What follows belongs to an exercise in optimizing a design on an open flow for small area; a production flow would make more cautious choices.
The RTL was checked by simulation tests, not by an equivalence proof against the original design.
The flow treats the clock pin as an ideal source, which a real chip does not have.
Power figures rest on the tool's default switching activity, not on a simulated workload.

== build 68 ==
==> flow/design.v (excerpt) <==
module sentinel_core (
    input  logic        aclk,
    input  logic        aresetn,
    input  logic [63:0] s_axis_tdata,
    input  logic        s_axis_tvalid,
    input  logic        s_axis_tlast,
    output logic        s_axis_tready,
    output logic [63:0] m_axis_tdata,
    output logic        m_axis_tvalid,
    output logic        m_axis_tlast,
    input  logic        m_axis_tready,
    input  logic [31:0] s_axil_awaddr,
    input  logic        s_axil_awvalid,
    output logic        s_axil_awready,
    input  logic [31:0] s_axil_wdata,
    input  logic        s_axil_wvalid,
    output logic        s_axil_wready,
    output logic [1:0]  s_axil_bresp,
    output logic        s_axil_bvalid,
    input  logic        s_axil_bready,
    input  logic [31:0] s_axil_araddr,
    input  logic        s_axil_arvalid,
    output logic        s_axil_arready,
    output logic [31:0] s_axil_rdata,
    output logic [1:0]  s_axil_rresp,
    output logic        s_axil_rvalid,
    input  logic        s_axil_rready
);
export LEC_CHECK = 0
export CAP_MARGIN = 20
export CORE_MARGIN = 2
export CORE_UTILIZATION = 40
export GPL_TIMING_DRIVEN = 0
export SLEW_MARGIN = 20
create_clock -name core_clock -period 4.0 [get_ports {aclk}]
standard.sh (not shown) runs the stock make flow with config.mk's settings and CLKGATE_MAP_FILE= SYNTH_SCRIPT=/design/flow/synth_recipe.tcl, a recipe that flattens the netlist after the stock synthesis.
==> flow/flow/run.sh <==
#!/bin/bash
# The standard ORFS layout (standard.sh), changed only in how it sizes:
#  - synthesis: synth_recipe.tcl unchanged, but ABC maps the logic for area
#    (flow/synth_area.tcl, flow/abc_area.script),
#  - port buffers made of the smallest buffer cell,
#  - a clock tree of small clock buffers without dummy loads,
#  - no timing repair at floorplan (there are no synthesis buffers to remove),
#  - placement and global-route repair kept to small buffers
#    (flow/small_bufs.tcl),
#  - gates with spare setup slack downsized after placement repair and after
#    CTS (flow/recover_area.tcl).
# make's output goes to make_finish.log; each ORFS step keeps its own log
# under orfs/logs/.
set -euo pipefail
export FLOW_SYNTH_TCL="$PWD/synth_recipe.tcl"
export AREA_ABC_SCRIPT="$PWD/flow/abc_area.script"
export BUFFER_PORTS_ARGS="-buffer_cell sky130_fd_sc_hd__buf_1"
export CTS_ARGS='-sink_clustering_enable -repair_clock_nets -dont_use_dummy_load -buf_list {sky130_fd_sc_hd__clkbuf_2 sky130_fd_sc_hd__clkbuf_4} -sink_clustering_size 10 -sink_clustering_max_diameter 50'
export REMOVE_ABC_BUFFERS=1
export PRE_RESIZE_TCL="$PWD/flow/small_bufs.tcl"
export PRE_GLOBAL_ROUTE_TCL="$PWD/flow/small_bufs.tcl"
export POST_RESIZE_TCL="$PWD/flow/recover_area.tcl"
export POST_CTS_TCL="$PWD/flow/recover_area.tcl"
bash standard.sh SYNTH_SCRIPT="$PWD/flow/synth_area.tcl" finish > make_finish.log 2>&1
==> flow/flow/small_bufs.tcl <==
# Keep repair to the smaller buffers: it then builds buffer trees of small
# cells instead of single large ones.
set_dont_use [get_lib_cells {sky130_fd_sc_hd__buf_6 sky130_fd_sc_hd__buf_8 sky130_fd_sc_hd__buf_12 sky130_fd_sc_hd__buf_16 sky130_fd_sc_hd__bufbuf_8 sky130_fd_sc_hd__bufbuf_16 sky130_fd_sc_hd__clkbuf_8 sky130_fd_sc_hd__clkbuf_16}]
Other scripts of this flow, unchanged in this note and not shown: flow/flow/abc_area.script, flow/flow/recover_area.tcl, flow/flow/synth_area.tcl
diff inputs: build 68 => build 95
Settings: setting PLACE_DENSITY to 0.7 for the first time; changing CORE_UTILIZATION from 40 to 50.
--- a/flow/flow/run.sh
+++ b/flow/flow/run.sh
@@ -17,3 +17,3 @@
 export BUFFER_PORTS_ARGS="-buffer_cell sky130_fd_sc_hd__buf_1"
-export CTS_ARGS='-sink_clustering_enable -repair_clock_nets -dont_use_dummy_load -buf_list {sky130_fd_sc_hd__clkbuf_2 sky130_fd_sc_hd__clkbuf_4} -sink_clustering_size 10 -sink_clustering_max_diameter 50'
+export CTS_ARGS="-sink_clustering_enable -repair_clock_nets -dont_use_dummy_load -buf_list sky130_fd_sc_hd__clkbuf_4 -sink_clustering_size 10 -sink_clustering_max_diameter 50"
 export REMOVE_ABC_BUFFERS=1
--- outcome ---
- Minimum clock period was higher in the run labelled build 95.
- Build 95 has less setup slack than build 68.
- Comparing build 68 and build 95, the lower routed wire length is on build 95.
- Per the comparison of build 95 with build 68, die area fell by 20%, power per cell area rose by 0.41%, number of antenna violations at the first check in global routing rose by 1, final cell count fell by 63.
- Status | build 68 and build 95 | clean
## Diff of input files: build 10 against build 95
Settings: a change of CORE_UTILIZATION from 50 to 40; a deleted PLACE_DENSITY that had been 0.7.
==> flow/flow/small_bufs.tcl <==
# Keep placement repair to the smaller buffers: it then builds buffer trees
# of small cells instead of single large ones.
set_dont_use [get_lib_cells {sky130_fd_sc_hd__buf_6 sky130_fd_sc_hd__buf_8 sky130_fd_sc_hd__buf_12 sky130_fd_sc_hd__buf_16 sky130_fd_sc_hd__bufbuf_8 sky130_fd_sc_hd__bufbuf_16}]
### Flow results
Build 10: global-route usage 3.6 points below build 95
Build 10 ran to completion and came out clean on the timing, DRC and antenna checks.
After detailed routing, build 95 needs less wire than build 10.
The data required time of the critical path of build 10 is higher than that of build 95.
Comparing build 10 with build 95, the clock network latency to the later pin of the worst-skew pair came out essentially unchanged.
Build 10 ended up with a higher total routed wire length on the met1 layer than build 95 did.
Share of total power consumed by net switching of build 95 is on par with build 10.
Sort build 95 and build 10 by number of non-clock buffers, descending, and build 10 comes first.
Hold violation count in the final report: build 10 vs build 95 identical
Power drawn by the combinational cells: build 10 vs build 95, no meaningful difference
The following lists how build 37 was set up differently from build 10:
Settings: a change of CORE_UTILIZATION from 40 to 50.
--- a/flow/flow/run.sh
+++ b/flow/flow/run.sh
@@ -10,3 +10,4 @@
 #  - gates with spare setup slack downsized after placement repair and after
-#    CTS (flow/recover_area.tcl).
+#    CTS (flow/recover_area.tcl), and again after global routing (ORFS's
+#    own RECOVER_POWER step).
 # make's output goes to make_finish.log; each ORFS step keeps its own log
@@ -23,2 +24,3 @@
 export POST_CTS_TCL="$PWD/flow/recover_area.tcl"
+export RECOVER_POWER=100
 bash standard.sh SYNTH_SCRIPT="$PWD/flow/synth_area.tcl" finish > make_finish.log 2>&1
==> flow/flow/small_bufs.tcl <==
# Keep repair to the smaller buffers: it then builds buffer trees of small
# cells instead of single large ones.
set_dont_use [get_lib_cells {sky130_fd_sc_hd__buf_6 sky130_fd_sc_hd__buf_8 sky130_fd_sc_hd__buf_12 sky130_fd_sc_hd__buf_16 sky130_fd_sc_hd__bufbuf_8 sky130_fd_sc_hd__bufbuf_16 sky130_fd_sc_hd__clkbuf_8 sky130_fd_sc_hd__clkbuf_16}]
## What came out
Although build 37 finished all stages, its layout failed final checks on capacitance limit, slew limit.
Growth of design area from synthesis to finish: higher on build 10
Re via total after detailed routing: build 37 is 153 up on build 10.
Compare build 37 and build 10 | total iterations of the first detailed-routing run higher: build 37
Build 37 vs build 10 on sequential share of power: build 37 is the higher one.
In build 37 relative to build 10, wire length of the first global-routing pass had gone down by a few percent.
Distinct cell type count after synthesis across build 37 and build 10: no real change.
For the design area, build 37 came in 1.3% lower than build 10 did.

## alpha
The RTL this note starts from:
==> flow/design.v <==
`timescale 1ns/1ps
module sentinel_core (
    input  logic        aclk,
    input  logic        aresetn,
    input  logic [63:0] s_axis_tdata,
    input  logic        s_axis_tvalid,
    input  logic        s_axis_tlast,
    output logic        s_axis_tready,
    output logic [63:0] m_axis_tdata,
    output logic        m_axis_tvalid,
    output logic        m_axis_tlast,
    input  logic        m_axis_tready,
    input  logic [31:0] s_axil_awaddr,
    input  logic        s_axil_awvalid,
    output logic        s_axil_awready,
    input  logic [31:0] s_axil_wdata,
    input  logic        s_axil_wvalid,
    output logic        s_axil_wready,
    output logic [1:0]  s_axil_bresp,
    output logic        s_axil_bvalid,
    input  logic        s_axil_bready,
    input  logic [31:0] s_axil_araddr,
    input  logic        s_axil_arvalid,
    output logic        s_axil_arready,
    output logic [31:0] s_axil_rdata,
    output logic [1:0]  s_axil_rresp,
    output logic        s_axil_rvalid,
    input  logic        s_axil_rready
);
    localparam logic [31:0] LIMIT_RST = 32'd1000;
    logic [31:0] ctrl_q;       
    logic        ctrl_f;
    logic [31:0] shadow_q;     
    logic        shadow_f;
    logic [31:0] alim_q;       
    logic        alim_f;
    logic [63:0] snap_q;       
    logic        snap_f;
    logic [31:0] vcount;
    logic        vpend;
    logic        awr;          
    logic        bvalid;
    logic        arr;
    logic        rvalid;
    logic [31:0] rdata;
    logic        valid_reg;
    logic        last_reg;
    logic [63:0] data_reg;
    logic [31:0] vcount_now;
    logic [3:0]  vbyte_ones;
    logic [3:0]  vbyte_cin;
    logic [8:0]  vcarry [4];
    always_comb begin
        for (int k = 0; k < 4; k++) vbyte_ones[k] = &vcount[8*k +: 8];
        vbyte_cin[0] = vpend;
        for (int k = 1; k < 4; k++) vbyte_cin[k] = vbyte_cin[k-1] & vbyte_ones[k-1];
        for (int k = 0; k < 4; k++) begin
            vcarry[k][0] = vbyte_cin[k];
            for (int i = 0; i < 8; i++) begin
                vcount_now[8*k+i] = vcount[8*k+i] ^ vcarry[k][i];
                vcarry[k][i+1]    = vcount[8*k+i] & vcarry[k][i];
            end
        end
    end
    wire wr      = awr & s_axil_awvalid & s_axil_wvalid;
    wire wr_ctrl = wr & (s_axil_awaddr[4:0] == 5'h00);
    wire wr_lim  = wr & (s_axil_awaddr[4:0] == 5'h04);
    always_ff @(posedge aclk or negedge aresetn) begin
        if (!aresetn) begin
            awr      <= 1'b0;
            bvalid   <= 1'b0;
            ctrl_f   <= 1'b0;
            shadow_f <= 1'b0;
        end else begin
            awr    <= ~awr & s_axil_awvalid & s_axil_wvalid;
            bvalid <= wr | (bvalid & ~s_axil_bready);
            if (wr_ctrl) ctrl_f   <= 1'b1;
            if (wr_lim)  shadow_f <= 1'b1;
        end
    end
    always_ff @(posedge aclk) begin
        if (wr_ctrl) ctrl_q   <= s_axil_wdata;
        if (wr_lim)  shadow_q <= s_axil_wdata;
    end
    wire enable = ~ctrl_f | ctrl_q[0];
    wire [4:0] ra = s_axil_araddr[4:0];
    wire ld_r  = ~rvalid;
    wire sel_c = ld_r & (ra == 5'h00);
    wire sel_l = ld_r & (ra == 5'h04);
    wire sel_v = ld_r & (ra == 5'h08);
    wire sel_s = ld_r & snap_f & (ra == 5'h0C);
    wire sel_h = ld_r & snap_f & (ra == 5'h10);
    wire sel_cq = sel_c & ctrl_f;
    wire sel_lq = sel_l & shadow_f;
    wire [31:0] rst_val = ({32{sel_c & ~ctrl_f}} & 32'd1) | ({32{sel_l & ~shadow_f}} & LIMIT_RST);
    wire [31:0] rnext = ({32{rvalid}} & rdata)
                      | ({32{sel_cq}} & ctrl_q)
                      | ({32{sel_lq}} & shadow_q)
                      | ({32{sel_v}} & vcount_now)
                      | ({32{sel_s}} & snap_q[31:0])
                      | ({32{sel_h}} & snap_q[63:32])
                      | rst_val;
    always_ff @(posedge aclk or negedge aresetn) begin
        if (!aresetn) begin
            arr    <= 1'b0;
            rvalid <= 1'b0;
        end else begin
            arr    <= ~arr & s_axil_arvalid;
            rvalid <= (arr & s_axil_arvalid & ~rvalid) | (rvalid & ~s_axil_rready);
        end
    end
    always_ff @(posedge aclk) rdata <= rnext;
    wire upd = (s_axis_tlast & s_axis_tvalid & m_axis_tready) | ~s_axis_tvalid | ~enable;
    always_ff @(posedge aclk or negedge aresetn) begin
        if (!aresetn) alim_f <= 1'b0;
        else if (upd) alim_f <= shadow_f;
    end
    always_ff @(posedge aclk) begin
        if (upd) alim_q <= shadow_q;
    end
    wire [39:0] amount = s_axis_tdata[39:0];
    wire hi_nz   = |amount[39:32];
    logic [31:0] g0, l0;
    logic [15:0] g1, l1;
    logic [7:0]  g2, l2;
    logic [3:0]  g3, l3;
    logic [1:0]  g4, l4;
    always_comb begin
        g0 = amount[31:0] & ~alim_q;
        l0 = ~amount[31:0] & alim_q;
        for (int i = 0; i < 16; i++) begin
            g1[i] = g0[2*i+1] | (~l0[2*i+1] & g0[2*i]);
            l1[i] = l0[2*i+1] | (~g0[2*i+1] & l0[2*i]);
        end
        for (int i = 0; i < 8; i++) begin
            g2[i] = g1[2*i+1] | (~l1[2*i+1] & g1[2*i]);
            l2[i] = l1[2*i+1] | (~g1[2*i+1] & l1[2*i]);
        end
        for (int i = 0; i < 4; i++) begin
            g3[i] = g2[2*i+1] | (~l2[2*i+1] & g2[2*i]);
            l3[i] = l2[2*i+1] | (~g2[2*i+1] & l2[2*i]);
        end
        for (int i = 0; i < 2; i++) begin
            g4[i] = g3[2*i+1] | (~l3[2*i+1] & g3[2*i]);
            l4[i] = l3[2*i+1] | (~g3[2*i+1] & l3[2*i]);
        end
    end
    wire gt_q    = hi_nz | g4[1] | (~l4[1] & g4[0]);
    wire gt_rst  = hi_nz | (amount[31:0] > LIMIT_RST);
    wire viol    = enable & (alim_f ? gt_q : gt_rst);
    wire ld      = m_axis_tready | ~valid_reg;
    wire snap_we = ld & s_axis_tvalid & viol;
    always_ff @(posedge aclk or negedge aresetn) begin
        if (!aresetn) begin
            valid_reg <= 1'b0;
            vcount    <= 32'd0;
            vpend     <= 1'b0;
            snap_f    <= 1'b0;
        end else begin
            if (ld) valid_reg <= s_axis_tvalid & ~viol;
            vcount <= vcount_now;
            vpend  <= snap_we;
            if (snap_we) snap_f <= 1'b1;
        end
    end
    always_ff @(posedge aclk) begin
        if (ld) begin
            data_reg <= s_axis_tdata;
            last_reg <= s_axis_tlast;
        end
        if (snap_we) snap_q <= s_axis_tdata;
    end
    assign s_axis_tready  = m_axis_tready;
    assign m_axis_tvalid  = valid_reg;
    assign m_axis_tdata   = data_reg;
    assign m_axis_tlast   = last_reg;
    assign s_axil_awready = awr;
    assign s_axil_wready  = awr;
    assign s_axil_bvalid  = bvalid;
    assign s_axil_bresp   = 2'b00;
    assign s_axil_arready = arr;
    assign s_axil_rvalid  = rvalid;
    assign s_axil_rdata   = rdata;
    assign s_axil_rresp   = 2'b00;
endmodule
export LEC_CHECK = 0
export CAP_MARGIN = 20
export CORE_MARGIN = 2
export CORE_UTILIZATION = 40
export GPL_TIMING_DRIVEN = 0
export SLEW_MARGIN = 20
create_clock -name core_clock -period 4.0 [get_ports {aclk}]
==> flow/flow/run.sh <==
#!/bin/bash
# Standard ORFS layout, with the port buffers made of the smallest buffer cell,
# a clock tree of small clock buffers without dummy loads, and gates with
# spare setup slack downsized after placement repair and after CTS
# (flow/recover_area.tcl).
set -euo pipefail
export BUFFER_PORTS_ARGS="-buffer_cell sky130_fd_sc_hd__buf_1"
export CTS_ARGS="-sink_clustering_enable -repair_clock_nets -dont_use_dummy_load -buf_list sky130_fd_sc_hd__clkbuf_4 -sink_clustering_size 10 -sink_clustering_max_diameter 50"
export POST_RESIZE_TCL="$PWD/flow/recover_area.tcl"
export POST_CTS_TCL="$PWD/flow/recover_area.tcl"
bash standard.sh finish > make_finish.log 2>&1
==> flow/flow/recover_area.tcl <==
# After CTS: downsize gates on paths that have setup slack to spare, then
# legalize the placement again.
log_cmd estimate_parasitics -placement
log_cmd repair_timing -recover_power 100 -verbose
set result [catch { detailed_placement } msg]
if { $result != 0 } {
  error "Detailed placement after area recovery failed: $msg"
}
check_placement -verbose
alpha | status: complete | timing, DRC, antenna: pass
Input-level comparison between beta and alpha:
# alpha
export LEC_CHECK = 0
export CAP_MARGIN = 20
export CORE_MARGIN = 2
export CORE_UTILIZATION = 40
export GPL_TIMING_DRIVEN = 0
export SLEW_MARGIN = 20
create_clock -name core_clock -period 4.0 [get_ports {aclk}]
# beta
export LEC_CHECK = 0
export CAP_MARGIN = 0
export CORE_MARGIN = 2
export CORE_UTILIZATION = 40
export GPL_TIMING_DRIVEN = 0
export SLEW_MARGIN = 0
create_clock -name core_clock -period 4.0 [get_ports {aclk}]
==> flow/flow/run.sh <==
#!/bin/bash
# Standard ORFS layout, with the port buffers made of the smallest buffer cell
# and a clock tree of small clock buffers without dummy loads.
set -euo pipefail
export BUFFER_PORTS_ARGS="-buffer_cell sky130_fd_sc_hd__buf_1"
export CTS_ARGS="-sink_clustering_enable -repair_clock_nets -dont_use_dummy_load -buf_list sky130_fd_sc_hd__clkbuf_4 -sink_clustering_size 10 -sink_clustering_max_diameter 50"
bash standard.sh finish > make_finish.log 2>&1
removed: flow/flow/recover_area.tcl
Findings:
Taking alpha as the reference, in beta multi-input combinational area share was more or less identical; count of plain and timing-repair buffers in the layout went down by about 0.8%; global routing met3 resource utilization was more or less identical; post-route cell area went up by about 1%; peak supply drop went down by 24%. Share of the core filled with cells ends up higher on beta. Of the two values seen for slowest cell on the critical path, sky130_fd_sc_hd__o31ai_4 was produced by beta and sky130_fd_sc_hd__clkbuf_1 by alpha. On number of antenna violations at the first check in global routing, the higher figure sits with alpha, not beta. Power in the clock group of beta is on par with alpha. On power, alpha and beta are basically level.
Changes in gamma relative to beta:
# beta
export LEC_CHECK = 0
export CAP_MARGIN = 0
export CORE_MARGIN = 2
export CORE_UTILIZATION = 40
export GPL_TIMING_DRIVEN = 0
export SLEW_MARGIN = 0
create_clock -name core_clock -period 4.0 [get_ports {aclk}]
# gamma
export LEC_CHECK = 0
export CAP_MARGIN = 20
export CORE_MARGIN = 2
export CORE_UTILIZATION = 50
export GPL_TIMING_DRIVEN = 0
export SLEW_MARGIN = 20
create_clock -name core_clock -period 4.0 [get_ports {aclk}]
==> comparison <==
gamma completed; timing, DRC and antenna clean. gamma vs beta: final cell count down by a few percent. [compare] base=beta new=gamma: clock share of power saw a decrease, CTS buffer count now sits lower. Die area, beta and gamma: lower on gamma. In the flow results for beta and gamma, the design area is smaller on gamma. Summary — combined global-route utilization of all metal layers, gamma relative to beta: higher, by 4.6 points. Looking at total length of routed wires, gamma sits below beta. Final hold slack: gamma vs beta down 0.045 ns. Between beta and gamma, ratio of final minimum period to clock period is lower for beta, gamma comes in above that.

[re-timing with driven ports]
In the flow no input, the clock included, has a driving cell. The finished layouts below were timed again as built, in two steps.
Step 1 assumes that a clkbuf_16 drives the clock port and a buf_2 every other input.
Step 2 also shifts input and output timing later by t, the mid clock arrival at the registers, as if the neighbouring blocks saw the same clock.
Three values: no drivers, after step 1, after step 2; two values: the first two.
run	shift t [ns]	setup slack, ns	worst hold slack (ns)
build 68	0.655	0.381 / 0.381 / -0.218	0.094 / 0.091 / 0.428
build 95	0.635	0.300 / 0.312 / -0.323	0.160 / 0.151 / 0.402
build 10	0.655	0.382 / 0.382 / -0.228	0.095 / 0.091 / 0.431
build 37	0.663	0.258 / 0.258 / -0.337	0.333 / 0.321 / 0.438
alpha	0.660	0.378 / 0.386 / -0.275	0.142 / 0.137 / 0.417
beta	0.657	0.683 / 0.683 / 0.035	0.151 / 0.143 / 0.391
gamma	0.667	0.516 / 0.516 / -0.109	0.105 / 0.081 / 0.442
For alpha, which loses most, drivers alone change the setup slack by +0.008 ns; drivers and shift together by -0.653 ns.
